Source: an optimization exercise on an open RTL-to-GDS flow (aim: small area). Production flows keep margins and buffers that such runs may drop. Only simulation tests tie the RTL to the original design; equivalence was not proved. Power is estimated from default activity; no workload was simulated.

==> flow/design.v, too long to show whole: its modules and the start of the top module <==
// module prbs5: 20 lines
// module rx_rom: 156 lines
// module tx_rom1: 348 lines
// module tx_rom2: 280 lines
// module sat9: 7 lines
// module mac: 287 lines
// module txsum: 253 lines
// module kmul_p: 25 lines
// module kmul_i: 13 lines
// module pi_loop_filter: 44 lines
// module top_poly: 184 lines
module top_poly #(
  parameter NB_INPUT   = 8,
  parameter NBF_INPUT  = 7,
  parameter NB_OUTPUT  = 9,
  parameter NBF_OUTPUT = 7
 )
 (
  output signed [NB_OUTPUT-1:0] o_data,
  input [5:0] phase,
  input       i_en,    
  input       rst_n,   
  input       rst2,    
  input       clk
  );
  // ...
==> flow/run.sh <==
#!/bin/bash
# synth_recipe.tcl (not shown) runs the flow's synth.tcl, then flattens the netlist and writes it again
# the make line also repeats each setting of config.mk as NAME=value (left out here)
make -C /OpenROAD-flow-scripts/flow DESIGN_CONFIG=/design/flow/config.mk WORK_HOME=/design/flow/orfs CLKGATE_MAP_FILE= SYNTH_SCRIPT=/design/flow/synth_recipe.tcl finish
==> flow/config.mk <==
export PLATFORM = sky130hd
export DESIGN_NAME = top_poly
export DESIGN_NICKNAME = top_poly
export VERILOG_FILES = /design/flow/design.v
export SDC_FILE = /design/flow/constraint.sdc
export NUM_CORES = 4
export LEC_CHECK = 0
export CAP_MARGIN = 20
export CORE_MARGIN = 2
export CORE_UTILIZATION = 40
export PLACE_DENSITY = 0.6
export SLEW_MARGIN = 20
==> flow/constraint.sdc <==
create_clock -name core_clock -period 12.0 [get_ports {clk}]
set_input_delay 2.4000 -clock core_clock [delete_from_list [all_inputs] [get_ports {clk}]]
set_output_delay 2.4000 -clock core_clock [all_outputs]
set_load 0.01 [all_outputs]
==> run_results.csv, run 1 <==
group,metric,value,unit
placement,placedCellCount,4502,
synth,synth-edff-count,54,
sta,maxSlewHeadroom,28.1,%
floorplanning,die_y,274,um
cells_and_area,fillers,7133,
cells_and_area,layout_common_cells,"386 x nand2_1, 367 x buf_4, 336 x dfxtp_1",
run_status,outcome,"complete, but fails checks",
synth,synth_commonest_cells,"389 x nand2_1, 338 x dfxtp_1, 271 x nor2_1",
run_status,so_faults,"negative setup slack",
cells_and_area,top_area_cell_class,"multi-input gates",
pwr,p_comb_share,54.1,%
grt,antenna_found_initial,0,
sta,period_needed,12.50,ns
clocking,root_buffer,"clkbuf_16",
grt,grt_first_pass_wirelength,138000,um
pwr,p_sw,0.00253,W
pwr,power_density,182,mW/mm^2
sta,fmax,80.0,MHz
clocking,clockBufferDepth,3,
cells_and_area,drive_above_1_share,17.2,%
synth,ys_top_cells_by_area,"dfxtp_1 23%, fa_1 13%, ha_1 6.1%",
worst_hold_path,hold_path_end,"R[9][6]",
floorplanning,nWellTaps,959,
worst_setup_path,path_delay_family,"adder cells",
drt,routedWlPerCell,19.0,um
pwr,clockPowerShare,20.6,%
sta,layout_setup_ws,-0.498,ns
worst_setup_path,cp_common_cell,"fa_2",
sta,whs,0.323,ns
cells_and_area,buf_share,8.83,%
sta,setup_viol,1,
placement,portBuffers,15,
synth,syn_nets,3704,
pwr,total_power,0.00624,W
pwr,leakage,13.9,nW
==> module prbs5, before the edit <==
module prbs5 (
  input             clk,
  input             rst,
  input      [5:0]  c,
  output reg [12:0] h,
  output reg [3:0]  nsym
);
  reg f1;
  always @(posedge clk) begin
    if (rst) begin
      h <= 13'h0010; nsym <= 4'd0; f1 <= 1'b0;
    end else begin
      if (c == 6'd63) f1 <= 1'b1;
      if (c == 6'd7 && f1) begin
        h <= {h[11:0], h[4] ^ h[2]};
        if (nsym != 4'd13) nsym <= nsym + 4'd1;
      end
    end
  end
endmodule
==> module mac, before the edit <==
module mac (
  input  [22:0] base,
  input  [8:0]  a,
  input  [11:0] m,
  input         neg,
  output [22:0] y
);
  wire [22:0] bx = base ^ {23{neg}};
  wire m1s = (a[0] & m[1]) ^ (a[1] & m[0]) ^ bx[1];
  wire m1c = ((a[0] & m[1]) & (a[1] & m[0])) | ((a[0] & m[1]) & bx[1]) | ((a[1] & m[0]) & bx[1]);
  wire m2s = (a[0] & m[2]) ^ (a[1] & m[1]) ^ (a[2] & m[0]);
  wire m2c = ((a[0] & m[2]) & (a[1] & m[1])) | ((a[0] & m[2]) & (a[2] & m[0])) | ((a[1] & m[1]) & (a[2] & m[0]));
  wire m3s = (a[0] & m[3]) ^ (a[1] & m[2]) ^ (a[2] & m[1]);
  wire m3c = ((a[0] & m[3]) & (a[1] & m[2])) | ((a[0] & m[3]) & (a[2] & m[1])) | ((a[1] & m[2]) & (a[2] & m[1]));
  wire m4s = (a[0] & m[4]) ^ (a[1] & m[3]) ^ (a[2] & m[2]);
  wire m4c = ((a[0] & m[4]) & (a[1] & m[3])) | ((a[0] & m[4]) & (a[2] & m[2])) | ((a[1] & m[3]) & (a[2] & m[2]));
  wire m5s = (a[3] & m[1]) ^ (a[4] & m[0]) ^ bx[4];
  wire m5c = ((a[3] & m[1]) & (a[4] & m[0])) | ((a[3] & m[1]) & bx[4]) | ((a[4] & m[0]) & bx[4]);
  wire m6s = (a[0] & m[5]) ^ (a[1] & m[4]) ^ (a[2] & m[3]);
  wire m6c = ((a[0] & m[5]) & (a[1] & m[4])) | ((a[0] & m[5]) & (a[2] & m[3])) | ((a[1] & m[4]) & (a[2] & m[3]));
  wire m7s = (a[3] & m[2]) ^ (a[4] & m[1]) ^ (a[5] & m[0]);
  wire m7c = ((a[3] & m[2]) & (a[4] & m[1])) | ((a[3] & m[2]) & (a[5] & m[0])) | ((a[4] & m[1]) & (a[5] & m[0]));
  wire m8s = (a[0] & m[6]) ^ (a[1] & m[5]) ^ (a[2] & m[4]);
  wire m8c = ((a[0] & m[6]) & (a[1] & m[5])) | ((a[0] & m[6]) & (a[2] & m[4])) | ((a[1] & m[5]) & (a[2] & m[4]));
  wire m9s = (a[3] & m[3]) ^ (a[4] & m[2]) ^ (a[5] & m[1]);
  wire m9c = ((a[3] & m[3]) & (a[4] & m[2])) | ((a[3] & m[3]) & (a[5] & m[1])) | ((a[4] & m[2]) & (a[5] & m[1]));
  wire m10s = (a[0] & m[7]) ^ (a[1] & m[6]) ^ (a[2] & m[5]);
  wire m10c = ((a[0] & m[7]) & (a[1] & m[6])) | ((a[0] & m[7]) & (a[2] & m[5])) | ((a[1] & m[6]) & (a[2] & m[5]));
  wire m11s = (a[3] & m[4]) ^ (a[4] & m[3]) ^ (a[5] & m[2]);
  wire m11c = ((a[3] & m[4]) & (a[4] & m[3])) | ((a[3] & m[4]) & (a[5] & m[2])) | ((a[4] & m[3]) & (a[5] & m[2]));
  wire m12s = (a[6] & m[1]) ^ (a[7] & m[0]) ^ bx[7];
  wire m12c = ((a[6] & m[1]) & (a[7] & m[0])) | ((a[6] & m[1]) & bx[7]) | ((a[7] & m[0]) & bx[7]);
  wire m13s = (a[0] & m[8]) ^ (a[1] & m[7]) ^ (a[2] & m[6]);
  wire m13c = ((a[0] & m[8]) & (a[1] & m[7])) | ((a[0] & m[8]) & (a[2] & m[6])) | ((a[1] & m[7]) & (a[2] & m[6]));
  wire m14s = (a[3] & m[5]) ^ (a[4] & m[4]) ^ (a[5] & m[3]);
  wire m14c = ((a[3] & m[5]) & (a[4] & m[4])) | ((a[3] & m[5]) & (a[5] & m[3])) | ((a[4] & m[4]) & (a[5] & m[3]));
  wire m15s = (a[6] & m[2]) ^ (a[7] & m[1]) ^ ~(a[8] & m[0]);
  wire m15c = ((a[6] & m[2]) & (a[7] & m[1])) | ((a[6] & m[2]) & ~(a[8] & m[0])) | ((a[7] & m[1]) & ~(a[8] & m[0]));
  wire m16s = (a[0] & m[9]) ^ (a[1] & m[8]) ^ (a[2] & m[7]);
  wire m16c = ((a[0] & m[9]) & (a[1] & m[8])) | ((a[0] & m[9]) & (a[2] & m[7])) | ((a[1] & m[8]) & (a[2] & m[7]));
  wire m17s = (a[3] & m[6]) ^ (a[4] & m[5]) ^ (a[5] & m[4]);
  wire m17c = ((a[3] & m[6]) & (a[4] & m[5])) | ((a[3] & m[6]) & (a[5] & m[4])) | ((a[4] & m[5]) & (a[5] & m[4]));
  wire m18s = (a[6] & m[3]) ^ (a[7] & m[2]) ^ ~(a[8] & m[1]);
  wire m18c = ((a[6] & m[3]) & (a[7] & m[2])) | ((a[6] & m[3]) & ~(a[8] & m[1])) | ((a[7] & m[2]) & ~(a[8] & m[1]));
  wire m19s = (a[0] & m[10]) ^ (a[1] & m[9]) ^ (a[2] & m[8]);
  wire m19c = ((a[0] & m[10]) & (a[1] & m[9])) | ((a[0] & m[10]) & (a[2] & m[8])) | ((a[1] & m[9]) & (a[2] & m[8]));
  wire m20s = (a[3] & m[7]) ^ (a[4] & m[6]) ^ (a[5] & m[5]);
  wire m20c = ((a[3] & m[7]) & (a[4] & m[6])) | ((a[3] & m[7]) & (a[5] & m[5])) | ((a[4] & m[6]) & (a[5] & m[5]));
  wire m21s = (a[6] & m[4]) ^ (a[7] & m[3]) ^ ~(a[8] & m[2]);
  wire m21c = ((a[6] & m[4]) & (a[7] & m[3])) | ((a[6] & m[4]) & ~(a[8] & m[2])) | ((a[7] & m[3]) & ~(a[8] & m[2]));
  wire m22s = (a[0] & m[11]) ^ (a[1] & m[10]) ^ (a[2] & m[9]);
  wire m22c = ((a[0] & m[11]) & (a[1] & m[10])) | ((a[0] & m[11]) & (a[2] & m[9])) | ((a[1] & m[10]) & (a[2] & m[9]));
  wire m23s = (a[3] & m[8]) ^ (a[4] & m[7]) ^ (a[5] & m[6]);
  wire m23c = ((a[3] & m[8]) & (a[4] & m[7])) | ((a[3] & m[8]) & (a[5] & m[6])) | ((a[4] & m[7]) & (a[5] & m[6]));
  wire m24s = (a[6] & m[5]) ^ (a[7] & m[4]) ^ ~(a[8] & m[3]);
  wire m24c = ((a[6] & m[5]) & (a[7] & m[4])) | ((a[6] & m[5]) & ~(a[8] & m[3])) | ((a[7] & m[4]) & ~(a[8] & m[3]));
  wire m25s = (a[1] & m[11]) ^ (a[2] & m[10]) ^ (a[3] & m[9]);
  wire m25c = ((a[1] & m[11]) & (a[2] & m[10])) | ((a[1] & m[11]) & (a[3] & m[9])) | ((a[2] & m[10]) & (a[3] & m[9]));
  wire m26s = (a[4] & m[8]) ^ (a[5] & m[7]) ^ (a[6] & m[6]);
  wire m26c = ((a[4] & m[8]) & (a[5] & m[7])) | ((a[4] & m[8]) & (a[6] & m[6])) | ((a[5] & m[7]) & (a[6] & m[6]));
  wire m27s = (a[7] & m[5]) ^ ~(a[8] & m[4]) ^ bx[12];
  wire m27c = ((a[7] & m[5]) & ~(a[8] & m[4])) | ((a[7] & m[5]) & bx[12]) | (~(a[8] & m[4]) & bx[12]);
  wire m28s = (a[2] & m[11]) ^ (a[3] & m[10]) ^ (a[4] & m[9]);
  wire m28c = ((a[2] & m[11]) & (a[3] & m[10])) | ((a[2] & m[11]) & (a[4] & m[9])) | ((a[3] & m[10]) & (a[4] & m[9]));
  wire m29s = (a[5] & m[8]) ^ (a[6] & m[7]) ^ (a[7] & m[6]);
  wire m29c = ((a[5] & m[8]) & (a[6] & m[7])) | ((a[5] & m[8]) & (a[7] & m[6])) | ((a[6] & m[7]) & (a[7] & m[6]));
  wire m30s = (a[3] & m[11]) ^ (a[4] & m[10]) ^ (a[5] & m[9]);
  wire m30c = ((a[3] & m[11]) & (a[4] & m[10])) | ((a[3] & m[11]) & (a[5] & m[9])) | ((a[4] & m[10]) & (a[5] & m[9]));
  wire m31s = (a[6] & m[8]) ^ (a[7] & m[7]) ^ ~(a[8] & m[6]);
  wire m31c = ((a[6] & m[8]) & (a[7] & m[7])) | ((a[6] & m[8]) & ~(a[8] & m[6])) | ((a[7] & m[7]) & ~(a[8] & m[6]));
  wire m32s = (a[4] & m[11]) ^ (a[5] & m[10]) ^ (a[6] & m[9]);
  wire m32c = ((a[4] & m[11]) & (a[5] & m[10])) | ((a[4] & m[11]) & (a[6] & m[9])) | ((a[5] & m[10]) & (a[6] & m[9]));
  wire m33s = (a[7] & m[8]) ^ ~(a[8] & m[7]) ^ bx[15];
  wire m33c = ((a[7] & m[8]) & ~(a[8] & m[7])) | ((a[7] & m[8]) & bx[15]) | (~(a[8] & m[7]) & bx[15]);
  wire m34s = (a[5] & m[11]) ^ (a[6] & m[10]) ^ (a[7] & m[9]);
  wire m34c = ((a[5] & m[11]) & (a[6] & m[10])) | ((a[5] & m[11]) & (a[7] & m[9])) | ((a[6] & m[10]) & (a[7] & m[9]));
  wire m35s = (a[6] & m[11]) ^ (a[7] & m[10]) ^ ~(a[8] & m[9]);
  wire m35c = ((a[6] & m[11]) & (a[7] & m[10])) | ((a[6] & m[11]) & ~(a[8] & m[9])) | ((a[7] & m[10]) & ~(a[8] & m[9]));
  wire m36s = (a[7] & m[11]) ^ ~(a[8] & m[10]) ^ bx[18];
  wire m36c = ((a[7] & m[11]) & ~(a[8] & m[10])) | ((a[7] & m[11]) & bx[18]) | (~(a[8] & m[10]) & bx[18]);
  wire m37s = m1c ^ m2s ^ bx[2];
  wire m37c = (m1c & m2s) | (m1c & bx[2]) | (m2s & bx[2]);
  wire m38s = m2c ^ m3s ^ (a[3] & m[0]);
  wire m38c = (m2c & m3s) | (m2c & (a[3] & m[0])) | (m3s & (a[3] & m[0]));
  wire m39s = m3c ^ m4s ^ m5s;
  wire m39c = (m3c & m4s) | (m3c & m5s) | (m4s & m5s);
  wire m40s = m4c ^ m5c ^ m6s;
  wire m40c = (m4c & m5c) | (m4c & m6s) | (m5c & m6s);
  wire m41s = m6c ^ m7c ^ m8s;
  wire m41c = (m6c & m7c) | (m6c & m8s) | (m7c & m8s);
  wire m42s = m9s ^ (a[6] & m[0]) ^ bx[6];
  wire m42c = (m9s & (a[6] & m[0])) | (m9s & bx[6]) | ((a[6] & m[0]) & bx[6]);
  wire m43s = m8c ^ m9c ^ m10s;
  wire m43c = (m8c & m9c) | (m8c & m10s) | (m9c & m10s);
  wire m44s = m10c ^ m11c ^ m12c;
  wire m44c = (m10c & m11c) | (m10c & m12c) | (m11c & m12c);
  wire m45s = m13s ^ m14s ^ m15s;
  wire m45c = (m13s & m14s) | (m13s & m15s) | (m14s & m15s);
  wire m46s = m13c ^ m14c ^ m15c;
  wire m46c = (m13c & m14c) | (m13c & m15c) | (m14c & m15c);
  wire m47s = m16s ^ m17s ^ m18s;
  wire m47c = (m16s & m17s) | (m16s & m18s) | (m17s & m18s);
  wire m48s = m16c ^ m17c ^ m18c;
  wire m48c = (m16c & m17c) | (m16c & m18c) | (m17c & m18c);
  wire m49s = m19s ^ m20s ^ m21s;
  wire m49c = (m19s & m20s) | (m19s & m21s) | (m20s & m21s);
  wire m50s = m19c ^ m20c ^ m21c;
  wire m50c = (m19c & m20c) | (m19c & m21c) | (m20c & m21c);
  wire m51s = m22s ^ m23s ^ m24s;
  wire m51c = (m22s & m23s) | (m22s & m24s) | (m23s & m24s);
  wire m52s = m22c ^ m23c ^ m24c;
  wire m52c = (m22c & m23c) | (m22c & m24c) | (m23c & m24c);
  wire m53s = m25s ^ m26s ^ m27s;
  wire m53c = (m25s & m26s) | (m25s & m27s) | (m26s & m27s);
  wire m54s = m25c ^ m26c ^ m27c;
  wire m54c = (m25c & m26c) | (m25c & m27c) | (m26c & m27c);
  wire m55s = m28s ^ m29s ^ ~(a[8] & m[5]);
  wire m55c = (m28s & m29s) | (m28s & ~(a[8] & m[5])) | (m29s & ~(a[8] & m[5]));
  wire m56s = m28c ^ m29c ^ m30s;
  wire m56c = (m28c & m29c) | (m28c & m30s) | (m29c & m30s);
  wire m57s = m30c ^ m31c ^ m32s;
  wire m57c = (m30c & m31c) | (m30c & m32s) | (m31c & m32s);
  wire m58s = m32c ^ m33c ^ m34s;
  wire m58c = (m32c & m33c) | (m32c & m34s) | (m33c & m34s);
  wire m59s = m34c ^ m35s ^ bx[17];
  wire m59c = (m34c & m35s) | (m34c & bx[17]) | (m35s & bx[17]);
  wire m60s = m36c ^ ~(a[8] & m[11]) ^ bx[19];
  wire m60c = (m36c & ~(a[8] & m[11])) | (m36c & bx[19]) | (~(a[8] & m[11]) & bx[19]);
  wire m61s = m37c ^ m38s ^ bx[3];
  wire m61c = (m37c & m38s) | (m37c & bx[3]) | (m38s & bx[3]);
  wire m62s = m39c ^ m40s ^ m7s;
  wire m62c = (m39c & m40s) | (m39c & m7s) | (m40s & m7s);
  wire m63s = m40c ^ m41s ^ m42s;
  wire m63c = (m40c & m41s) | (m40c & m42s) | (m41s & m42s);
  wire m64s = m41c ^ m42c ^ m43s;
  wire m64c = (m41c & m42c) | (m41c & m43s) | (m42c & m43s);
  wire m65s = m43c ^ m44s ^ m45s;
  wire m65c = (m43c & m44s) | (m43c & m45s) | (m44s & m45s);
  wire m66s = m44c ^ m45c ^ m46s;
  wire m66c = (m44c & m45c) | (m44c & m46s) | (m45c & m46s);
  wire m67s = m46c ^ m47c ^ m48s;
  wire m67c = (m46c & m47c) | (m46c & m48s) | (m47c & m48s);
  wire m68s = m48c ^ m49c ^ m50s;
  wire m68c = (m48c & m49c) | (m48c & m50s) | (m49c & m50s);
  wire m69s = m50c ^ m51c ^ m52s;
  wire m69c = (m50c & m51c) | (m50c & m52s) | (m51c & m52s);
  wire m70s = m52c ^ m53c ^ m54s;
  wire m70c = (m52c & m53c) | (m52c & m54s) | (m53c & m54s);
  wire m71s = m54c ^ m55c ^ m56s;
  wire m71c = (m54c & m55c) | (m54c & m56s) | (m55c & m56s);
  wire m72s = m56c ^ m57s ^ m33s;
  wire m72c = (m56c & m57s) | (m56c & m33s) | (m57s & m33s);
  wire m73s = m57c ^ m58s ^ ~(a[8] & m[8]);
  wire m73c = (m57c & m58s) | (m57c & ~(a[8] & m[8])) | (m58s & ~(a[8] & m[8]));
  wire m74s = m59c ^ m35c ^ m36s;
  wire m74c = (m59c & m35c) | (m59c & m36s) | (m35c & m36s);
  wire m75s = m60c ^ 1'b1 ^ bx[20];
  wire m75c = (m60c & 1'b1) | (m60c & bx[20]) | (1'b1 & bx[20]);
  wire m76s = m61c ^ m38c ^ m39s;
  wire m76c = (m61c & m38c) | (m61c & m39s) | (m38c & m39s);
  wire m77s = m63c ^ m64s ^ m11s;
  wire m77c = (m63c & m64s) | (m63c & m11s) | (m64s & m11s);
  wire m78s = m64c ^ m65s ^ 1'b1;
  wire m78c = (m64c & m65s) | (m64c & 1'b1) | (m65s & 1'b1);
  wire m79s = m65c ^ m66s ^ m47s;
  wire m79c = (m65c & m66s) | (m65c & m47s) | (m66s & m47s);
  wire m80s = m66c ^ m67s ^ m49s;
  wire m80c = (m66c & m67s) | (m66c & m49s) | (m67s & m49s);
  wire m81s = m67c ^ m68s ^ m51s;
  wire m81c = (m67c & m68s) | (m67c & m51s) | (m68s & m51s);
  wire m82s = m68c ^ m69s ^ m53s;
  wire m82c = (m68c & m69s) | (m68c & m53s) | (m69s & m53s);
  wire m83s = m69c ^ m70s ^ m55s;
  wire m83c = (m69c & m70s) | (m69c & m55s) | (m70s & m55s);
  wire m84s = m70c ^ m71s ^ m31s;
  wire m84c = (m70c & m71s) | (m70c & m31s) | (m71s & m31s);
  wire m85s = m72c ^ m73s ^ bx[16];
  wire m85c = (m72c & m73s) | (m72c & bx[16]) | (m73s & bx[16]);
  wire m86s = m73c ^ m58c ^ m59s;
  wire m86c = (m73c & m58c) | (m73c & m59s) | (m58c & m59s);
  wire m87s = m75c ^ 1'b1 ^ bx[21];
  wire m87c = (m75c & 1'b1) | (m75c & bx[21]) | (1'b1 & bx[21]);
  wire m88s = m76c ^ m62s ^ bx[5];
  wire m88c = (m76c & m62s) | (m76c & bx[5]) | (m62s & bx[5]);
  wire m89s = m77c ^ m78s ^ bx[8];
  wire m89c = (m77c & m78s) | (m77c & bx[8]) | (m78s & bx[8]);
  wire m90s = m78c ^ m79s ^ bx[9];
  wire m90c = (m78c & m79s) | (m78c & bx[9]) | (m79s & bx[9]);
  wire m91s = m79c ^ m80s ^ bx[10];
  wire m91c = (m79c & m80s) | (m79c & bx[10]) | (m80s & bx[10]);
  wire m92s = m80c ^ m81s ^ bx[11];
  wire m92c = (m80c & m81s) | (m80c & bx[11]) | (m81s & bx[11]);
  wire m93s = m82c ^ m83s ^ bx[13];
  wire m93c = (m82c & m83s) | (m82c & bx[13]) | (m83s & bx[13]);
  wire m94s = m83c ^ m84s ^ bx[14];
  wire m94c = (m83c & m84s) | (m83c & bx[14]) | (m84s & bx[14]);
  wire m95s = m84c ^ m71c ^ m72s;
  wire m95c = (m84c & m71c) | (m84c & m72s) | (m71c & m72s);
  wire m96s = m87c ^ 1'b1 ^ bx[22];
  wire m96c = (m87c & 1'b1) | (m87c & bx[22]) | (1'b1 & bx[22]);
  wire m97s = m88c ^ m62c ^ m63s;
  wire m97c = (m88c & m62c) | (m88c & m63s) | (m62c & m63s);
  wire m98s = m92c ^ m81c ^ m82s;
  wire m98c = (m92c & m81c) | (m92c & m82s) | (m81c & m82s);
  wire m99s = m97c ^ m77s ^ m12s;
  wire m99c = (m97c & m77s) | (m97c & m12s) | (m77s & m12s);
  wire [22:0] mr0 = {m96s, m87s, m75s, m74c, m86c, m85c, m95c, m94c, m93c, m98c, m98s, m91c, m90c, m89c, m99c, m99s, m97s, m88s, m76s, m61s, m37s, m1s, (a[0] & m[0])};
  wire [22:0] mr1 = {1'b0, 1'b0, 1'b0, m60s, m74s, m86s, m85s, m95s, m94s, m93s, 1'b0, m92s, m91s, m90s, m89s, 1'b0, 1'b0, 1'b0, 1'b0, 1'b0, 1'b0, 1'b0, bx[0]};
  wire [22:0] mag0 = mr0 & mr1;
  wire [22:0] map0 = mr0 ^ mr1;
  wire man1g = mag0[1] | (map0[1] & mag0[0]);
  wire man1p = map0[1] & map0[0];
  wire man2g = mag0[3] | (map0[3] & mag0[2]);
  wire man2p = map0[3] & map0[2];
  wire man3g = mag0[5] | (map0[5] & mag0[4]);
  wire man3p = map0[5] & map0[4];
  wire man4g = mag0[7] | (map0[7] & mag0[6]);
  wire man4p = map0[7] & map0[6];
  wire man5g = mag0[9] | (map0[9] & mag0[8]);
  wire man5p = map0[9] & map0[8];
  wire man6g = mag0[11] | (map0[11] & mag0[10]);
  wire man6p = map0[11] & map0[10];
  wire man7g = mag0[13] | (map0[13] & mag0[12]);
  wire man7p = map0[13] & map0[12];
  wire man8g = mag0[15] | (map0[15] & mag0[14]);
  wire man8p = map0[15] & map0[14];
  wire man9g = mag0[17] | (map0[17] & mag0[16]);
  wire man9p = map0[17] & map0[16];
  wire man10g = mag0[19] | (map0[19] & mag0[18]);
  wire man10p = map0[19] & map0[18];
  wire man11g = mag0[21] | (map0[21] & mag0[20]);
  wire man11p = map0[21] & map0[20];
  wire man12g = man2g | (man2p & man1g);
  wire man12p = man2p & man1p;
  wire man13g = man4g | (man4p & man3g);
  wire man13p = man4p & man3p;
  wire man14g = man6g | (man6p & man5g);
  wire man14p = man6p & man5p;
  wire man15g = man8g | (man8p & man7g);
  wire man15p = man8p & man7p;
  wire man16g = man10g | (man10p & man9g);
  wire man16p = man10p & man9p;
  wire man17g = man13g | (man13p & man12g);
  wire man17p = man13p & man12p;
  wire man18g = man15g | (man15p & man14g);
  wire man18p = man15p & man14p;
  wire man19g = man18g | (man18p & man17g);
  wire man19p = man18p & man17p;
  wire man20g = man14g | (man14p & man17g);
  wire man20p = man14p & man17p;
  wire man21g = man16g | (man16p & man19g);
  wire man21p = man16p & man19p;
  wire man22g = man3g | (man3p & man12g);
  wire man22p = man3p & man12p;
  wire man23g = man5g | (man5p & man17g);
  wire man23p = man5p & man17p;
  wire man24g = man7g | (man7p & man20g);
  wire man24p = man7p & man20p;
  wire man25g = man9g | (man9p & man19g);
  wire man25p = man9p & man19p;
  wire man26g = man11g | (man11p & man21g);
  wire man26p = man11p & man21p;
  wire man27g = mag0[2] | (map0[2] & man1g);
  wire man27p = map0[2] & man1p;
  wire man28g = mag0[4] | (map0[4] & man12g);
  wire man28p = map0[4] & man12p;
  wire man29g = mag0[6] | (map0[6] & man22g);
  wire man29p = map0[6] & man22p;
  wire man30g = mag0[8] | (map0[8] & man17g);
  wire man30p = map0[8] & man17p;
  wire man31g = mag0[10] | (map0[10] & man23g);
  wire man31p = map0[10] & man23p;
  wire man32g = mag0[12] | (map0[12] & man20g);
  wire man32p = map0[12] & man20p;
  wire man33g = mag0[14] | (map0[14] & man24g);
  wire man33p = map0[14] & man24p;
  wire man34g = mag0[16] | (map0[16] & man19g);
  wire man34p = map0[16] & man19p;
  wire man35g = mag0[18] | (map0[18] & man25g);
  wire man35p = map0[18] & man25p;
  wire man36g = mag0[20] | (map0[20] & man21g);
  wire man36p = map0[20] & man21p;
  wire man37g = mag0[22] | (map0[22] & man26g);
  wire man37p = map0[22] & man26p;
  wire [22:0] mas = {(map0[22] ^ man26g), (map0[21] ^ man36g), (map0[20] ^ man21g), (map0[19] ^ man35g), (map0[18] ^ man25g), (map0[17] ^ man34g), (map0[16] ^ man19g), (map0[15] ^ man33g), (map0[14] ^ man24g), (map0[13] ^ man32g), (map0[12] ^ man20g), (map0[11] ^ man31g), (map0[10] ^ man23g), (map0[9] ^ man30g), (map0[8] ^ man17g), (map0[7] ^ man29g), (map0[6] ^ man22g), (map0[5] ^ man28g), (map0[4] ^ man12g), (map0[3] ^ man27g), (map0[2] ^ man1g), (map0[1] ^ mag0[0]), map0[0]};
  assign y = mas ^ {23{neg}};
endmodule
==> run 2: changes to the inputs <==
--- a/flow/design.v
+++ b/flow/design.v
@@ -1,27 +1,35 @@
 module prbs5 (
   input             clk,
   input             rst,
   input      [5:0]  c,
-  output reg [12:0] h,
+  output     [12:0] h,
   output reg [3:0]  nsym
 );
+  reg [4:0] l;
   reg f1;
   always @(posedge clk) begin
     if (rst) begin
-      h <= 13'h0010; nsym <= 4'd0; f1 <= 1'b0;
+      l <= 5'b10000; nsym <= 4'd0; f1 <= 1'b0;
     end else begin
       if (c == 6'd63) f1 <= 1'b1;
       if (c == 6'd7 && f1) begin
-        h <= {h[11:0], h[4] ^ h[2]};
+        l <= {l[3:0], l[4] ^ l[2]};
         if (nsym != 4'd13) nsym <= nsym + 4'd1;
       end
     end
   end
+  assign h[4:0] = l;
+  genvar i;
+  generate
+    for (i = 5; i < 13; i = i + 1) begin : g_old
+      assign h[i] = h[i-5] ^ h[i-2];
+    end
+  endgenerate
 endmodule
 module rx_rom (
   input      [3:0]  ph,
   input      [3:0]  k,
   output reg [11:0] mag
 );
   always @(*) begin
     mag = 12'd0;
@@ -1012,94 +1020,17 @@
   wire m97s = m88c ^ m62c ^ m63s;
   wire m97c = (m88c & m62c) | (m88c & m63s) | (m62c & m63s);
   wire m98s = m92c ^ m81c ^ m82s;
   wire m98c = (m92c & m81c) | (m92c & m82s) | (m81c & m82s);
   wire m99s = m97c ^ m77s ^ m12s;
   wire m99c = (m97c & m77s) | (m97c & m12s) | (m77s & m12s);
   wire [22:0] mr0 = {m96s, m87s, m75s, m74c, m86c, m85c, m95c, m94c, m93c, m98c, m98s, m91c, m90c, m89c, m99c, m99s, m97s, m88s, m76s, m61s, m37s, m1s, (a[0] & m[0])};
   wire [22:0] mr1 = {1'b0, 1'b0, 1'b0, m60s, m74s, m86s, m85s, m95s, m94s, m93s, 1'b0, m92s, m91s, m90s, m89s, 1'b0, 1'b0, 1'b0, 1'b0, 1'b0, 1'b0, 1'b0, bx[0]};
-  wire [22:0] mag0 = mr0 & mr1;
-  wire [22:0] map0 = mr0 ^ mr1;
-  wire man1g = mag0[1] | (map0[1] & mag0[0]);
-  wire man1p = map0[1] & map0[0];
-  wire man2g = mag0[3] | (map0[3] & mag0[2]);
-  wire man2p = map0[3] & map0[2];
-  wire man3g = mag0[5] | (map0[5] & mag0[4]);
-  wire man3p = map0[5] & map0[4];
-  wire man4g = mag0[7] | (map0[7] & mag0[6]);
-  wire man4p = map0[7] & map0[6];
-  wire man5g = mag0[9] | (map0[9] & mag0[8]);
-  wire man5p = map0[9] & map0[8];
-  wire man6g = mag0[11] | (map0[11] & mag0[10]);
-  wire man6p = map0[11] & map0[10];
-  wire man7g = mag0[13] | (map0[13] & mag0[12]);
-  wire man7p = map0[13] & map0[12];
-  wire man8g = mag0[15] | (map0[15] & mag0[14]);
-  wire man8p = map0[15] & map0[14];
-  wire man9g = mag0[17] | (map0[17] & mag0[16]);
-  wire man9p = map0[17] & map0[16];
-  wire man10g = mag0[19] | (map0[19] & mag0[18]);
-  wire man10p = map0[19] & map0[18];
-  wire man11g = mag0[21] | (map0[21] & mag0[20]);
-  wire man11p = map0[21] & map0[20];
-  wire man12g = man2g | (man2p & man1g);
-  wire man12p = man2p & man1p;
-  wire man13g = man4g | (man4p & man3g);
-  wire man13p = man4p & man3p;
-  wire man14g = man6g | (man6p & man5g);
-  wire man14p = man6p & man5p;
-  wire man15g = man8g | (man8p & man7g);
-  wire man15p = man8p & man7p;
-  wire man16g = man10g | (man10p & man9g);
-  wire man16p = man10p & man9p;
-  wire man17g = man13g | (man13p & man12g);
-  wire man17p = man13p & man12p;
-  wire man18g = man15g | (man15p & man14g);
-  wire man18p = man15p & man14p;
-  wire man19g = man18g | (man18p & man17g);
-  wire man19p = man18p & man17p;
-  wire man20g = man14g | (man14p & man17g);
-  wire man20p = man14p & man17p;
-  wire man21g = man16g | (man16p & man19g);
-  wire man21p = man16p & man19p;
-  wire man22g = man3g | (man3p & man12g);
-  wire man22p = man3p & man12p;
-  wire man23g = man5g | (man5p & man17g);
-  wire man23p = man5p & man17p;
-  wire man24g = man7g | (man7p & man20g);
-  wire man24p = man7p & man20p;
-  wire man25g = man9g | (man9p & man19g);
-  wire man25p = man9p & man19p;
-  wire man26g = man11g | (man11p & man21g);
-  wire man26p = man11p & man21p;
-  wire man27g = mag0[2] | (map0[2] & man1g);
-  wire man27p = map0[2] & man1p;
-  wire man28g = mag0[4] | (map0[4] & man12g);
-  wire man28p = map0[4] & man12p;
-  wire man29g = mag0[6] | (map0[6] & man22g);
-  wire man29p = map0[6] & man22p;
-  wire man30g = mag0[8] | (map0[8] & man17g);
-  wire man30p = map0[8] & man17p;
-  wire man31g = mag0[10] | (map0[10] & man23g);
-  wire man31p = map0[10] & man23p;
-  wire man32g = mag0[12] | (map0[12] & man20g);
-  wire man32p = map0[12] & man20p;
-  wire man33g = mag0[14] | (map0[14] & man24g);
-  wire man33p = map0[14] & man24p;
-  wire man34g = mag0[16] | (map0[16] & man19g);
-  wire man34p = map0[16] & man19p;
-  wire man35g = mag0[18] | (map0[18] & man25g);
-  wire man35p = map0[18] & man25p;
-  wire man36g = mag0[20] | (map0[20] & man21g);
-  wire man36p = map0[20] & man21p;
-  wire man37g = mag0[22] | (map0[22] & man26g);
-  wire man37p = map0[22] & man26p;
-  wire [22:0] mas = {(map0[22] ^ man26g), (map0[21] ^ man36g), (map0[20] ^ man21g), (map0[19] ^ man35g), (map0[18] ^ man25g), (map0[17] ^ man34g), (map0[16] ^ man19g), (map0[15] ^ man33g), (map0[14] ^ man24g), (map0[13] ^ man32g), (map0[12] ^ man20g), (map0[11] ^ man31g), (map0[10] ^ man23g), (map0[9] ^ man30g), (map0[8] ^ man17g), (map0[7] ^ man29g), (map0[6] ^ man22g), (map0[5] ^ man28g), (map0[4] ^ man12g), (map0[3] ^ man27g), (map0[2] ^ man1g), (map0[1] ^ mag0[0]), map0[0]};
-  assign y = mas ^ {23{neg}};
+  assign y = (mr0 + mr1) ^ {23{neg}};
 endmodule
 module txsum (
   input  [22:0] base,
   input  [11:0] ma, mb,
   input         na, nb, va, vb, ba, bb,
   output [22:0] y
 );
   wire ga_n = va & ~(ba ^ na);
@@ -1107,252 +1038,177 @@
   wire sa_v = va & ba;
   wire sb_v = vb & bb;
   wire sa_n = sa_v & ~na;
   wire sb_n = sb_v & ~nb;
   wire [11:0] ga = (ma & {12{va}}) ^ {12{ga_n}};
   wire [11:0] gb = (mb & {12{vb}}) ^ {12{gb_n}};
   wire [11:0] ya = (ma & {12{sa_v}}) ^ {12{sa_n}};
   wire [11:0] yb = (mb & {12{sb_v}}) ^ {12{sb_n}};
-  wire t1s = base[0] ^ ya[0] ^ yb[0];
-  wire t1c = (base[0] & ya[0]) | (base[0] & yb[0]) | (ya[0] & yb[0]);
-  wire t2s = base[1] ^ ya[1] ^ yb[1];
-  wire t2c = (base[1] & ya[1]) | (base[1] & yb[1]) | (ya[1] & yb[1]);
-  wire t3s = base[2] ^ ya[2] ^ yb[2];
-  wire t3c = (base[2] & ya[2]) | (base[2] & yb[2]) | (ya[2] & yb[2]);
-  wire t4s = base[3] ^ ya[3] ^ yb[3];
-  wire t4c = (base[3] & ya[3]) | (base[3] & yb[3]) | (ya[3] & yb[3]);
-  wire t5s = base[4] ^ ya[4] ^ yb[4];
-  wire t5c = (base[4] & ya[4]) | (base[4] & yb[4]) | (ya[4] & yb[4]);
-  wire t6s = base[5] ^ ya[5] ^ yb[5];
-  wire t6c = (base[5] & ya[5]) | (base[5] & yb[5]) | (ya[5] & yb[5]);
-  wire t7s = base[6] ^ ya[6] ^ yb[6];
-  wire t7c = (base[6] & ya[6]) | (base[6] & yb[6]) | (ya[6] & yb[6]);
-  wire t8s = base[7] ^ ya[7] ^ yb[7];
-  wire t8c = (base[7] & ya[7]) | (base[7] & yb[7]) | (ya[7] & yb[7]);
-  wire t9s = ga[0] ^ gb[0] ^ ga_n;
-  wire t9c = (ga[0] & gb[0]) | (ga[0] & ga_n) | (gb[0] & ga_n);
-  wire t10s = base[8] ^ ya[8] ^ yb[8];
-  wire t10c = (base[8] & ya[8]) | (base[8] & yb[8]) | (ya[8] & yb[8]);
-  wire t11s = base[9] ^ ya[9] ^ yb[9];
-  wire t11c = (base[9] & ya[9]) | (base[9] & yb[9]) | (ya[9] & yb[9]);
-  wire t12s = base[10] ^ ya[10] ^ yb[10];
-  wire t12c = (base[10] & ya[10]) | (base[10] & yb[10]) | (ya[10] & yb[10]);
-  wire t13s = base[11] ^ ya[11] ^ yb[11];
-  wire t13c = (base[11] & ya[11]) | (base[11] & yb[11]) | (ya[11] & yb[11]);
-  wire t14s = base[12] ^ sa_n ^ sb_n;
-  wire t14c = (base[12] & sa_n) | (base[12] & sb_n) | (sa_n & sb_n);
-  wire t15s = base[13] ^ sa_n ^ sb_n;
-  wire t15c = (base[13] & sa_n) | (base[13] & sb_n) | (sa_n & sb_n);
+  wire t1s = base[7] ^ ya[7];
+  wire t1c = base[7] & ya[7];
+  wire t2s = base[0] ^ ya[0];
+  wire t2c = base[0] & ya[0];
+  wire t3s = t1s ^ yb[7] ^ ga[0];
+  wire t3c = (t1s & yb[7]) | (t1s & ga[0]) | (yb[7] & ga[0]);
+  wire t4s = t1c ^ base[8] ^ ya[8];
+  wire t4c = (t1c & base[8]) | (t1c & ya[8]) | (base[8] & ya[8]);
+  wire t5s = yb[8] ^ ga[1];
+  wire t5c = yb[8] & ga[1];
+  wire t6s = base[9] ^ ya[9] ^ yb[9];
+  wire t6c = (base[9] & ya[9]) | (base[9] & yb[9]) | (ya[9] & yb[9]);
+  wire t7s = ga[2] ^ gb[2];
+  wire t7c = ga[2] & gb[2];
+  wire t8s = base[10] ^ ya[10] ^ yb[10];
+  wire t8c = (base[10] & ya[10]) | (base[10] & yb[10]) | (ya[10] & yb[10]);
+  wire t9s = ga[3] ^ gb[3];
+  wire t9c = ga[3] & gb[3];
+  wire t10s = base[11] ^ ya[11] ^ yb[11];
+  wire t10c = (base[11] & ya[11]) | (base[11] & yb[11]) | (ya[11] & yb[11]);
+  wire t11s = ga[4] ^ gb[4];
+  wire t11c = ga[4] & gb[4];
+  wire t12s = base[12] ^ sa_n ^ sb_n;
+  wire t12c = (base[12] & sa_n) | (base[12] & sb_n) | (sa_n & sb_n);
+  wire t13s = ga[5] ^ gb[5];
+  wire t13c = ga[5] & gb[5];
+  wire t14s = base[13] ^ sa_n ^ sb_n;
+  wire t14c = (base[13] & sa_n) | (base[13] & sb_n) | (sa_n & sb_n);
+  wire t15s = ga[6] ^ gb[6];
+  wire t15c = ga[6] & gb[6];
   wire t16s = base[14] ^ sa_n ^ sb_n;
   wire t16c = (base[14] & sa_n) | (base[14] & sb_n) | (sa_n & sb_n);
-  wire t17s = base[15] ^ sa_n ^ sb_n;
-  wire t17c = (base[15] & sa_n) | (base[15] & sb_n) | (sa_n & sb_n);
-  wire t18s = base[16] ^ sa_n ^ sb_n;
-  wire t18c = (base[16] & sa_n) | (base[16] & sb_n) | (sa_n & sb_n);
-  wire t19s = base[17] ^ sa_n ^ sb_n;
-  wire t19c = (base[17] & sa_n) | (base[17] & sb_n) | (sa_n & sb_n);
-  wire t20s = base[18] ^ sa_n ^ sb_n;
-  wire t20c = (base[18] & sa_n) | (base[18] & sb_n) | (sa_n & sb_n);
-  wire t21s = base[19] ^ sa_n ^ sb_n;
-  wire t21c = (base[19] & sa_n) | (base[19] & sb_n) | (sa_n & sb_n);
-  wire t22s = base[20] ^ sa_n ^ sb_n;
-  wire t22c = (base[20] & sa_n) | (base[20] & sb_n) | (sa_n & sb_n);
-  wire t23s = base[21] ^ sa_n ^ sb_n;
-  wire t23c = (base[21] & sa_n) | (base[21] & sb_n) | (sa_n & sb_n);
-  wire t24s = base[22] ^ sa_n ^ sb_n;
-  wire t24c = (base[22] & sa_n) | (base[22] & sb_n) | (sa_n & sb_n);
-  wire t25s = t1s ^ sa_n ^ sb_n;
-  wire t25c = (t1s & sa_n) | (t1s & sb_n) | (sa_n & sb_n);
-  wire t26s = t7c ^ t8s ^ t9s;
-  wire t26c = (t7c & t8s) | (t7c & t9s) | (t8s & t9s);
-  wire t27s = t8c ^ t9c ^ t10s;
-  wire t27c = (t8c & t9c) | (t8c & t10s) | (t9c & t10s);
-  wire t28s = t10c ^ t11s ^ ga[2];
-  wire t28c = (t10c & t11s) | (t10c & ga[2]) | (t11s & ga[2]);
-  wire t29s = t11c ^ t12s ^ ga[3];
-  wire t29c = (t11c & t12s) | (t11c & ga[3]) | (t12s & ga[3]);
-  wire t30s = t12c ^ t13s ^ ga[4];
-  wire t30c = (t12c & t13s) | (t12c & ga[4]) | (t13s & ga[4]);
-  wire t31s = t13c ^ t14s ^ ga[5];
-  wire t31c = (t13c & t14s) | (t13c & ga[5]) | (t14s & ga[5]);
-  wire t32s = t14c ^ t15s ^ ga[6];
-  wire t32c = (t14c & t15s) | (t14c & ga[6]) | (t15s & ga[6]);
-  wire t33s = t15c ^ t16s ^ ga[7];
-  wire t33c = (t15c & t16s) | (t15c & ga[7]) | (t16s & ga[7]);
-  wire t34s = t16c ^ t17s ^ ga[8];
-  wire t34c = (t16c & t17s) | (t16c & ga[8]) | (t17s & ga[8]);
-  wire t35s = t17c ^ t18s ^ ga[9];
-  wire t35c = (t17c & t18s) | (t17c & ga[9]) | (t18s & ga[9]);
-  wire t36s = t18c ^ t19s ^ ga[10];
-  wire t36c = (t18c & t19s) | (t18c & ga[10]) | (t19s & ga[10]);
-  wire t37s = t19c ^ t20s ^ ga[11];
-  wire t37c = (t19c & t20s) | (t19c & ga[11]) | (t20s & ga[11]);
-  wire t38s = t20c ^ t21s ^ ga_n;
-  wire t38c = (t20c & t21s) | (t20c & ga_n) | (t21s & ga_n);
-  wire t39s = t21c ^ t22s ^ ga_n;
-  wire t39c = (t21c & t22s) | (t21c & ga_n) | (t22s & ga_n);
-  wire t40s = t22c ^ t23s ^ ga_n;
-  wire t40c = (t22c & t23s) | (t22c & ga_n) | (t23s & ga_n);
-  wire t41s = t23c ^ t24s ^ ga_n;
-  wire t41c = (t23c & t24s) | (t23c & ga_n) | (t24s & ga_n);
-  wire t42s = t25c ^ t1c ^ t2s;
-  wire t42c = (t25c & t1c) | (t25c & t2s) | (t1c & t2s);
-  wire t43s = t26c ^ t27s ^ ga[1];
-  wire t43c = (t26c & t27s) | (t26c & ga[1]) | (t27s & ga[1]);
-  wire t44s = t27c ^ t28s ^ gb[2];
-  wire t44c = (t27c & t28s) | (t27c & gb[2]) | (t28s & gb[2]);
-  wire t45s = t28c ^ t29s ^ gb[3];
-  wire t45c = (t28c & t29s) | (t28c & gb[3]) | (t29s & gb[3]);
-  wire t46s = t29c ^ t30s ^ gb[4];
-  wire t46c = (t29c & t30s) | (t29c & gb[4]) | (t30s & gb[4]);
-  wire t47s = t30c ^ t31s ^ gb[5];
-  wire t47c = (t30c & t31s) | (t30c & gb[5]) | (t31s & gb[5]);
-  wire t48s = t31c ^ t32s ^ gb[6];
-  wire t48c = (t31c & t32s) | (t31c & gb[6]) | (t32s & gb[6]);
-  wire t49s = t32c ^ t33s ^ gb[7];
-  wire t49c = (t32c & t33s) | (t32c & gb[7]) | (t33s & gb[7]);
-  wire t50s = t33c ^ t34s ^ gb[8];
-  wire t50c = (t33c & t34s) | (t33c & gb[8]) | (t34s & gb[8]);
-  wire t51s = t34c ^ t35s ^ gb[9];
-  wire t51c = (t34c & t35s) | (t34c & gb[9]) | (t35s & gb[9]);
-  wire t52s = t35c ^ t36s ^ gb[10];
-  wire t52c = (t35c & t36s) | (t35c & gb[10]) | (t36s & gb[10]);
-  wire t53s = t36c ^ t37s ^ gb[11];
-  wire t53c = (t36c & t37s) | (t36c & gb[11]) | (t37s & gb[11]);
-  wire t54s = t37c ^ t38s ^ gb_n;
-  wire t54c = (t37c & t38s) | (t37c & gb_n) | (t38s & gb_n);
-  wire t55s = t38c ^ t39s ^ gb_n;
-  wire t55c = (t38c & t39s) | (t38c & gb_n) | (t39s & gb_n);
-  wire t56s = t39c ^ t40s ^ gb_n;
-  wire t56c = (t39c & t40s) | (t39c & gb_n) | (t40s & gb_n);
-  wire t57s = t40c ^ t41s ^ gb_n;
-  wire t57c = (t40c & t41s) | (t40c & gb_n) | (t41s & gb_n);
-  wire t58s = t42c ^ t2c ^ t3s;
-  wire t58c = (t42c & t2c) | (t42c & t3s) | (t2c & t3s);
-  wire t59s = t58c ^ t3c ^ t4s;
-  wire t59c = (t58c & t3c) | (t58c & t4s) | (t3c & t4s);
-  wire t60s = t59c ^ t4c ^ t5s;
-  wire t60c = (t59c & t4c) | (t59c & t5s) | (t4c & t5s);
-  wire t61s = t60c ^ t5c ^ t6s;
-  wire t61c = (t60c & t5c) | (t60c & t6s) | (t5c & t6s);
-  wire t62s = t61c ^ t6c ^ t7s;
-  wire t62c = (t61c & t6c) | (t61c & t7s) | (t6c & t7s);
-  wire t63s = t62c ^ t26s ^ gb_n;
-  wire t63c = (t62c & t26s) | (t62c & gb_n) | (t26s & gb_n);
-  wire t64s = t63c ^ t43s ^ gb[1];
-  wire t64c = (t63c & t43s) | (t63c & gb[1]) | (t43s & gb[1]);
-  wire t65s = t64c ^ t43c ^ t44s;
-  wire t65c = (t64c & t43c) | (t64c & t44s) | (t43c & t44s);
-  wire t66s = t65c ^ t44c ^ t45s;
-  wire t66c = (t65c & t44c) | (t65c & t45s) | (t44c & t45s);
-  wire t67s = t66c ^ t45c ^ t46s;
-  wire t67c = (t66c & t45c) | (t66c & t46s) | (t45c & t46s);
-  wire t68s = t67c ^ t46c ^ t47s;
-  wire t68c = (t67c & t46c) | (t67c & t47s) | (t46c & t47s);
-  wire t69s = t68c ^ t47c ^ t48s;
-  wire t69c = (t68c & t47c) | (t68c & t48s) | (t47c & t48s);
-  wire t70s = t69c ^ t48c ^ t49s;
-  wire t70c = (t69c & t48c) | (t69c & t49s) | (t48c & t49s);
-  wire t71s = t70c ^ t49c ^ t50s;
-  wire t71c = (t70c & t49c) | (t70c & t50s) | (t49c & t50s);
-  wire t72s = t71c ^ t50c ^ t51s;
-  wire t72c = (t71c & t50c) | (t71c & t51s) | (t50c & t51s);
-  wire t73s = t72c ^ t51c ^ t52s;
-  wire t73c = (t72c & t51c) | (t72c & t52s) | (t51c & t52s);
-  wire t74s = t73c ^ t52c ^ t53s;
-  wire t74c = (t73c & t52c) | (t73c & t53s) | (t52c & t53s);
-  wire t75s = t74c ^ t53c ^ t54s;
-  wire t75c = (t74c & t53c) | (t74c & t54s) | (t53c & t54s);
-  wire t76s = t75c ^ t54c ^ t55s;
-  wire t76c = (t75c & t54c) | (t75c & t55s) | (t54c & t55s);
-  wire t77s = t76c ^ t55c ^ t56s;
-  wire t77c = (t76c & t55c) | (t76c & t56s) | (t55c & t56s);
-  wire t78s = t77c ^ t56c ^ t57s;
-  wire t78c = (t77c & t56c) | (t77c & t57s) | (t56c & t57s);
-  wire [22:0] tr0 = {t78s, t77s, t76s, t75s, t74s, t73s, t72s, t71s, t70s, t69s, t68s, t67s, t66s, t65s, t64s, t63s, t62s, t61s, t60s, t59s, t58s, t42s, t25s};
-  wire [22:0] tr1 = {1'b0, 1'b0, 1'b0, 1'b0, 1'b0, 1'b0, 1'b0, 1'b0, 1'b0, 1'b0, 1'b0, 1'b0, 1'b0, 1'b0, 1'b0, 1'b0, 1'b0, 1'b0, 1'b0, 1'b0, 1'b0, 1'b0, 1'b0};
-  wire [22:0] tag0 = tr0 & tr1;
-  wire [22:0] tap0 = tr0 ^ tr1;
-  wire tan1g = tag0[1] | (tap0[1] & tag0[0]);
-  wire tan1p = tap0[1] & tap0[0];
-  wire tan2g = tag0[3] | (tap0[3] & tag0[2]);
-  wire tan2p = tap0[3] & tap0[2];
-  wire tan3g = tag0[5] | (tap0[5] & tag0[4]);
-  wire tan3p = tap0[5] & tap0[4];
-  wire tan4g = tag0[7] | (tap0[7] & tag0[6]);
-  wire tan4p = tap0[7] & tap0[6];
-  wire tan5g = tag0[9] | (tap0[9] & tag0[8]);
-  wire tan5p = tap0[9] & tap0[8];
-  wire tan6g = tag0[11] | (tap0[11] & tag0[10]);
-  wire tan6p = tap0[11] & tap0[10];
-  wire tan7g = tag0[13] | (tap0[13] & tag0[12]);
-  wire tan7p = tap0[13] & tap0[12];
-  wire tan8g = tag0[15] | (tap0[15] & tag0[14]);
-  wire tan8p = tap0[15] & tap0[14];
-  wire tan9g = tag0[17] | (tap0[17] & tag0[16]);
-  wire tan9p = tap0[17] & tap0[16];
-  wire tan10g = tag0[19] | (tap0[19] & tag0[18]);
-  wire tan10p = tap0[19] & tap0[18];
-  wire tan11g = tag0[21] | (tap0[21] & tag0[20]);
-  wire tan11p = tap0[21] & tap0[20];
-  wire tan12g = tan2g | (tan2p & tan1g);
-  wire tan12p = tan2p & tan1p;
-  wire tan13g = tan4g | (tan4p & tan3g);
-  wire tan13p = tan4p & tan3p;
-  wire tan14g = tan6g | (tan6p & tan5g);
-  wire tan14p = tan6p & tan5p;
-  wire tan15g = tan8g | (tan8p & tan7g);
-  wire tan15p = tan8p & tan7p;
-  wire tan16g = tan10g | (tan10p & tan9g);
-  wire tan16p = tan10p & tan9p;
-  wire tan17g = tan13g | (tan13p & tan12g);
-  wire tan17p = tan13p & tan12p;
-  wire tan18g = tan15g | (tan15p & tan14g);
-  wire tan18p = tan15p & tan14p;
-  wire tan19g = tan18g | (tan18p & tan17g);
-  wire tan19p = tan18p & tan17p;
-  wire tan20g = tan14g | (tan14p & tan17g);
-  wire tan20p = tan14p & tan17p;
-  wire tan21g = tan16g | (tan16p & tan19g);
-  wire tan21p = tan16p & tan19p;
-  wire tan22g = tan3g | (tan3p & tan12g);
-  wire tan22p = tan3p & tan12p;
-  wire tan23g = tan5g | (tan5p & tan17g);
-  wire tan23p = tan5p & tan17p;
-  wire tan24g = tan7g | (tan7p & tan20g);
-  wire tan24p = tan7p & tan20p;
-  wire tan25g = tan9g | (tan9p & tan19g);
-  wire tan25p = tan9p & tan19p;
-  wire tan26g = tan11g | (tan11p & tan21g);
-  wire tan26p = tan11p & tan21p;
-  wire tan27g = tag0[2] | (tap0[2] & tan1g);
-  wire tan27p = tap0[2] & tan1p;
-  wire tan28g = tag0[4] | (tap0[4] & tan12g);
-  wire tan28p = tap0[4] & tan12p;
-  wire tan29g = tag0[6] | (tap0[6] & tan22g);
-  wire tan29p = tap0[6] & tan22p;
-  wire tan30g = tag0[8] | (tap0[8] & tan17g);
-  wire tan30p = tap0[8] & tan17p;
-  wire tan31g = tag0[10] | (tap0[10] & tan23g);
-  wire tan31p = tap0[10] & tan23p;
-  wire tan32g = tag0[12] | (tap0[12] & tan20g);
-  wire tan32p = tap0[12] & tan20p;
-  wire tan33g = tag0[14] | (tap0[14] & tan24g);
-  wire tan33p = tap0[14] & tan24p;
-  wire tan34g = tag0[16] | (tap0[16] & tan19g);
-  wire tan34p = tap0[16] & tan19p;
-  wire tan35g = tag0[18] | (tap0[18] & tan25g);
-  wire tan35p = tap0[18] & tan25p;
-  wire tan36g = tag0[20] | (tap0[20] & tan21g);
-  wire tan36p = tap0[20] & tan21p;
-  wire tan37g = tag0[22] | (tap0[22] & tan26g);
-  wire tan37p = tap0[22] & tan26p;
-  wire [22:0] tas = {(tap0[22] ^ tan26g), (tap0[21] ^ tan36g), (tap0[20] ^ tan21g), (tap0[19] ^ tan35g), (tap0[18] ^ tan25g), (tap0[17] ^ tan34g), (tap0[16] ^ tan19g), (tap0[15] ^ tan33g), (tap0[14] ^ tan24g), (tap0[13] ^ tan32g), (tap0[12] ^ tan20g), (tap0[11] ^ tan31g), (tap0[10] ^ tan23g), (tap0[9] ^ tan30g), (tap0[8] ^ tan17g), (tap0[7] ^ tan29g), (tap0[6] ^ tan22g), (tap0[5] ^ tan28g), (tap0[4] ^ tan12g), (tap0[3] ^ tan27g), (tap0[2] ^ tan1g), (tap0[1] ^ tag0[0]), tap0[0]};
-  assign y = tas;
+  wire t17s = ga[7] ^ gb[7];
+  wire t17c = ga[7] & gb[7];
+  wire t18s = base[15] ^ sa_n ^ sb_n;
+  wire t18c = (base[15] & sa_n) | (base[15] & sb_n) | (sa_n & sb_n);
+  wire t19s = ga[8] ^ gb[8];
+  wire t19c = ga[8] & gb[8];
+  wire t20s = base[16] ^ sa_n ^ sb_n;
+  wire t20c = (base[16] & sa_n) | (base[16] & sb_n) | (sa_n & sb_n);
+  wire t21s = ga[9] ^ gb[9];
+  wire t21c = ga[9] & gb[9];
+  wire t22s = base[17] ^ sa_n ^ sb_n;
+  wire t22c = (base[17] & sa_n) | (base[17] & sb_n) | (sa_n & sb_n);
+  wire t23s = ga[10] ^ gb[10];
+  wire t23c = ga[10] & gb[10];
+  wire t24s = base[18] ^ sa_n ^ sb_n;
+  wire t24c = (base[18] & sa_n) | (base[18] & sb_n) | (sa_n & sb_n);
+  wire t25s = ga[11] ^ gb[11];
+  wire t25c = ga[11] & gb[11];
+  wire t26s = base[19] ^ sa_n ^ sb_n;
+  wire t26c = (base[19] & sa_n) | (base[19] & sb_n) | (sa_n & sb_n);
+  wire t27s = ga_n ^ gb_n;
+  wire t27c = ga_n & gb_n;
+  wire t28s = base[20] ^ sa_n ^ sb_n;
+  wire t28c = (base[20] & sa_n) | (base[20] & sb_n) | (sa_n & sb_n);
+  wire t29s = ga_n ^ gb_n;
+  wire t29c = ga_n & gb_n;
+  wire t30s = base[21] ^ sa_n ^ sb_n;
+  wire t30c = (base[21] & sa_n) | (base[21] & sb_n) | (sa_n & sb_n);
+  wire t31s = ga_n ^ gb_n;
+  wire t31c = ga_n & gb_n;
+  wire t32s = base[22] ^ sa_n ^ sb_n;
+  wire t32c = (base[22] & sa_n) | (base[22] & sb_n) | (sa_n & sb_n);
+  wire t33s = ga_n ^ gb_n;
+  wire t33c = ga_n & gb_n;
+  wire t34s = t2s ^ yb[0];
+  wire t34c = t2s & yb[0];
+  wire t35s = t2c ^ base[1] ^ ya[1];
+  wire t35c = (t2c & base[1]) | (t2c & ya[1]) | (base[1] & ya[1]);
+  wire t36s = base[2] ^ ya[2];
+  wire t36c = base[2] & ya[2];
+  wire t37s = base[3] ^ ya[3];
+  wire t37c = base[3] & ya[3];
+  wire t38s = base[4] ^ ya[4];
+  wire t38c = base[4] & ya[4];
+  wire t39s = base[5] ^ ya[5];
+  wire t39c = base[5] & ya[5];
+  wire t40s = base[6] ^ ya[6];
+  wire t40c = base[6] & ya[6];
+  wire t41s = t3s ^ gb[0] ^ ga_n;
+  wire t41c = (t3s & gb[0]) | (t3s & ga_n) | (gb[0] & ga_n);
+  wire t42s = t3c ^ t4s ^ t5s;
+  wire t42c = (t3c & t4s) | (t3c & t5s) | (t4s & t5s);
+  wire t43s = t4c ^ t5c ^ t6s;
+  wire t43c = (t4c & t5c) | (t4c & t6s) | (t5c & t6s);
+  wire t44s = t6c ^ t7c ^ t8s;
+  wire t44c = (t6c & t7c) | (t6c & t8s) | (t7c & t8s);
+  wire t45s = t8c ^ t9c ^ t10s;
+  wire t45c = (t8c & t9c) | (t8c & t10s) | (t9c & t10s);
+  wire t46s = t10c ^ t11c ^ t12s;
+  wire t46c = (t10c & t11c) | (t10c & t12s) | (t11c & t12s);
+  wire t47s = t12c ^ t13c ^ t14s;
+  wire t47c = (t12c & t13c) | (t12c & t14s) | (t13c & t14s);
+  wire t48s = t14c ^ t15c ^ t16s;
+  wire t48c = (t14c & t15c) | (t14c & t16s) | (t15c & t16s);
+  wire t49s = t16c ^ t17c ^ t18s;
+  wire t49c = (t16c & t17c) | (t16c & t18s) | (t17c & t18s);
+  wire t50s = t18c ^ t19c ^ t20s;
+  wire t50c = (t18c & t19c) | (t18c & t20s) | (t19c & t20s);
+  wire t51s = t20c ^ t21c ^ t22s;
+  wire t51c = (t20c & t21c) | (t20c & t22s) | (t21c & t22s);
+  wire t52s = t22c ^ t23c ^ t24s;
+  wire t52c = (t22c & t23c) | (t22c & t24s) | (t23c & t24s);
+  wire t53s = t24c ^ t25c ^ t26s;
+  wire t53c = (t24c & t25c) | (t24c & t26s) | (t25c & t26s);
+  wire t54s = t26c ^ t27c ^ t28s;
+  wire t54c = (t26c & t27c) | (t26c & t28s) | (t27c & t28s);
+  wire t55s = t28c ^ t29c ^ t30s;
+  wire t55c = (t28c & t29c) | (t28c & t30s) | (t29c & t30s);
+  wire t56s = t30c ^ t31c ^ t32s;
+  wire t56c = (t30c & t31c) | (t30c & t32s) | (t31c & t32s);
+  wire t57s = t34s ^ sa_n;
+  wire t57c = t34s & sa_n;
+  wire t58s = t34c ^ t35s ^ yb[1];
+  wire t58c = (t34c & t35s) | (t34c & yb[1]) | (t35s & yb[1]);
+  wire t59s = t35c ^ t36s ^ yb[2];
+  wire t59c = (t35c & t36s) | (t35c & yb[2]) | (t36s & yb[2]);
+  wire t60s = t36c ^ t37s ^ yb[3];
+  wire t60c = (t36c & t37s) | (t36c & yb[3]) | (t37s & yb[3]);
+  wire t61s = t37c ^ t38s ^ yb[4];
+  wire t61c = (t37c & t38s) | (t37c & yb[4]) | (t38s & yb[4]);
+  wire t62s = t38c ^ t39s ^ yb[5];
+  wire t62c = (t38c & t39s) | (t38c & yb[5]) | (t39s & yb[5]);
+  wire t63s = t39c ^ t40s ^ yb[6];
+  wire t63c = (t39c & t40s) | (t39c & yb[6]) | (t40s & yb[6]);
+  wire t64s = t40c ^ t41s ^ gb_n;
+  wire t64c = (t40c & t41s) | (t40c & gb_n) | (t41s & gb_n);
+  wire t65s = t41c ^ t42s ^ gb[1];
+  wire t65c = (t41c & t42s) | (t41c & gb[1]) | (t42s & gb[1]);
+  wire t66s = t42c ^ t43s ^ t7s;
+  wire t66c = (t42c & t43s) | (t42c & t7s) | (t43s & t7s);
+  wire t67s = t43c ^ t44s ^ t9s;
+  wire t67c = (t43c & t44s) | (t43c & t9s) | (t44s & t9s);
+  wire t68s = t44c ^ t45s ^ t11s;
+  wire t68c = (t44c & t45s) | (t44c & t11s) | (t45s & t11s);
+  wire t69s = t45c ^ t46s ^ t13s;
+  wire t69c = (t45c & t46s) | (t45c & t13s) | (t46s & t13s);
+  wire t70s = t46c ^ t47s ^ t15s;
+  wire t70c = (t46c & t47s) | (t46c & t15s) | (t47s & t15s);
+  wire t71s = t47c ^ t48s ^ t17s;
+  wire t71c = (t47c & t48s) | (t47c & t17s) | (t48s & t17s);
+  wire t72s = t48c ^ t49s ^ t19s;
+  wire t72c = (t48c & t49s) | (t48c & t19s) | (t49s & t19s);
+  wire t73s = t49c ^ t50s ^ t21s;
+  wire t73c = (t49c & t50s) | (t49c & t21s) | (t50s & t21s);
+  wire t74s = t50c ^ t51s ^ t23s;
+  wire t74c = (t50c & t51s) | (t50c & t23s) | (t51s & t23s);
+  wire t75s = t51c ^ t52s ^ t25s;
+  wire t75c = (t51c & t52s) | (t51c & t25s) | (t52s & t25s);
+  wire t76s = t52c ^ t53s ^ t27s;
+  wire t76c = (t52c & t53s) | (t52c & t27s) | (t53s & t27s);
+  wire t77s = t53c ^ t54s ^ t29s;
+  wire t77c = (t53c & t54s) | (t53c & t29s) | (t54s & t29s);
+  wire t78s = t54c ^ t55s ^ t31s;
+  wire t78c = (t54c & t55s) | (t54c & t31s) | (t55s & t31s);
+  wire t79s = t55c ^ t56s ^ t33s;
+  wire t79c = (t55c & t56s) | (t55c & t33s) | (t56s & t33s);
+  wire [22:0] tr0 = {t78c, t77c, t76c, t75c, t74c, t73c, t72c, t71c, t70c, t69c, t68c, t67c, t66c, t65c, t64c, t63c, t62c, t61c, t60c, t59c, t58c, t57c, t57s};
+  wire [22:0] tr1 = {t79s, t78s, t77s, t76s, t75s, t74s, t73s, t72s, t71s, t70s, t69s, t68s, t67s, t66s, t65s, t64s, t63s, t62s, t61s, t60s, t59s, t58s, sb_n};
+  assign y = (tr0 + tr1);
 endmodule
 module kmul_p (
   input  [16:0] p,
   input  [1:0]  d,
   output [18:0] y
 );
   wire k1s = p[1] ^ d[1] ^ d[0];
   wire k1c = (p[1] & d[1]) | (p[1] & d[0]) | (d[1] & d[0]);
==> flow/config.mk (replaced) <==
export PLATFORM = sky130hd
export DESIGN_NAME = top_poly
export DESIGN_NICKNAME = top_poly
export VERILOG_FILES = /design/flow/design.v
export SDC_FILE = /design/flow/constraint.sdc
export NUM_CORES = 4
export LEC_CHECK = 0
export CAP_MARGIN = 20
export CORE_MARGIN = 2
export CORE_UTILIZATION = 40
export CTS_BUF_LIST = sky130_fd_sc_hd__clkbuf_4
export PLACE_DENSITY = 0.6
export SLEW_MARGIN = 20
==> run_results.csv, run 2 <==
group,metric,value,unit
pwr,peakVddDrop,0.109,mV
worst_setup_path,cp-end-kind,"register",
cells_and_area,drive_above_1_share,8.50,%
floorplanning,pin_count,19,
synth,ys_top_cells_by_area,"dfxtp_1 23%, fa_1 11%, ha_1 7.5%",
placement,placedCellCount,4296,
synth,synthArstFlopShare,0,%
run_status,outcome,"complete, no violations",
cells_and_area,layout_common_cells,"394 x nand2_1, 342 x nor2_1, 330 x dfxtp_1",
synth,synth_flop_cell,"dfxtp_1",
grt,use_met2,31.8,%
grt,grt_util_met1,32.4,%
drt,vias,25100,
drt,drtIter0Drc,2483,
sta,fin_setup_tns,0,ns
pwr,power_density,200,mW/mm^2
synth,synth_commonest_cells,"395 x nand2_1, 344 x nor2_1, 330 x dfxtp_1",
synth,synth-edff-count,54,
synth,ys_seq_elements,384,
drt,routedWlPerCell,18.5,um
clocking,cts_max_level,3,
pwr,total_power,0.00628,W
drt,drt_first_pass_iters,6,
sta,maxSlewHeadroom,23.2,%
grt,grt_util_met3,4.35,%
grt,grt_pass1_vias,23600,
grt,grt_first_pass_wirelength,132000,um
floorplanning,die_y,274,um
clocking,cts_setup_buffers,0,
clocking,root_buffer,"clkbuf_4",
worst_setup_path,cp_common_cell,"ha_1",
pwr,leakage,12.5,nW
synth,syn_nets,3822,
sta,period_needed,10.04,ns
worst_setup_path,required,12.79,ns
sta,setup_viol,0,
clocking,clockBufferDepth,3,
drt,drc,0,
placement,portBuffers,15,
floorplanning,die_x,274,um
run,maxCapViolations,0,
clocking,ctsResizeCount,0,
cells_and_area,syn2layout_area_growth,7.36,%
grt,top_usage_layer,"met1",
synth,synth.most_common_cell,"nand2_1",
worst_setup_path,startpoint_type,"register",
sta,fmax,99.6,MHz
floorplanning,start_util,40.2,%
grt,antenna_found_initial,5,
==> run 2: cell count changes after synthesis, moves of 18 or more <==
cell,previous run,this run
inv_1,263,243
nor3_1,57,86
a21oi_1,246,268
buf_2,49,31
nor2_1,271,344
clkbuf_1,114,137
ha_1,143,175
fa_1,192,167
==> run 2: cells by family after synthesis <==
| kind of cell | count (synthesis) | share of synthesized area (%) |
|---|---|---|
| multiplexers | 108 | 4.13 |
| buffers and inverters | 442 | 5.91 |
| flip-flops | 384 | 28.2 |
| AO/OA/AOI/OAI | 832 | 18.4 |
| AND/OR/NAND/NOR | 1154 | 18.1 |
| adder cells (fa/ha/maj) | 343 | 19.0 |
| XOR/XNOR | 207 | 6.30 |
==> run 2: area by class of cell <==
| type | instances | area, sq um |
|---|---|---|
| clock buffer | 134 | 1010 |
| inverter | 247 | 927 |
| fill | 7347 | 41200 |
| timing repair buffer | 62 | 500 |
| sequential | 384 | 8230 |
| clock inverter | 33 | 189 |
| tap | 959 | 1200 |
| antenna | 1 | 2.50 |
| multi-input combinational | 2644 | 19300 |
==> run 2: metal layers <==
| metal | up-vias | share of wire, % |
|---|---|---|
| met1 | 11800 | 48 |
| met3 | 185 | 8.1 |
| met4 | 4 | 2.7 |
| met5 | - | 0.039 |
| li1 | 12000 | - |
| met2 | 1064 | 41 |
==> run 2: path summary, 6_finish.rpt <==
path,slack [ns],endpoint,start,cells after the start
hold reg to reg,0.26,R[11][8],R[12][8],0
setup / recovery,1.96,txacc[21],c[1],28
hold / removal,0.26,R[11][8],R[12][8],0
setup reg to reg,1.96,txacc[21],c[1],28
==> run 2: power breakdown <==
part | internal [W] | switching (W)
clock network | 0.000544 | 0.000556
logic | 0.00154 | 0.00211
registers | 0.00148 | 0.0000609
total | 0.00356 | 0.00272
==> run 2: per-stage QoR <==
| step | hold WS (ns) | instance area (sq um) | utilization, % | worst slack (ns) |
|---|---|---|---|---|
| 3_3_place_gp | 0.310 | 30100 | 41.5 | 2.21 |
| 4_1_cts | 0.289 | 31300 | 43.2 | 2.07 |
| 2_1_floorplan | 0.310 | 29200 | - | 2.95 |
| 6_report | 0.260 | 31300 | 43.2 | 1.96 |
| 5_1_grt | 0.276 | 31300 | 43.2 | 1.30 |
| 3_5_place_dp | 0.312 | 30100 | 41.5 | 2.11 |
==> run 2: critical path, delay by kind of cell, from the launching register on <==
| kind | cells | cell delay [ns] |
|---|---|---|
| flip-flops | 1 | 0.65 |
| adder cells (fa/ha/maj) | 6 | 2.52 |
| AND/OR/NAND/NOR | 9 | 3.50 |
| AO/OA/AOI/OAI | 10 | 2.51 |
| multiplexers | 1 | 0.38 |
| buffers and inverters | 2 | 0.39 |

## port drivers added, routing unchanged
The results above use ideal ports. As a check the final layouts listed here were re-extracted and re-timed, cells and wires unchanged.
Step 1, drivers: a clkbuf_16 drives clk and a buf_2 each remaining input, both assumed.
Step 2 adds t to the input delays and takes it off the output delays; t is the mean of the earliest and latest rising clock arrival at the registers after step 1. Input paths then give back, and output paths get back, about the clock's delay inside the block.
Slacks: no drivers / after step 1 / after step 2; pairs: no drivers / after step 1.
| run | shift t [ns] | setup slack, ns | worst setup path after step 2 | worst slew at a driven data input, ns | pins driven straight from the clock port |
|---|---|---|---|---|---|
| run 1 | 0.623 | -0.498 / -0.498 / -0.498 | register to register | 0.03 | 1 |
| run 2 | 0.885 | 1.964 / 1.964 / 1.964 | register to register | 0.04 | 1 |
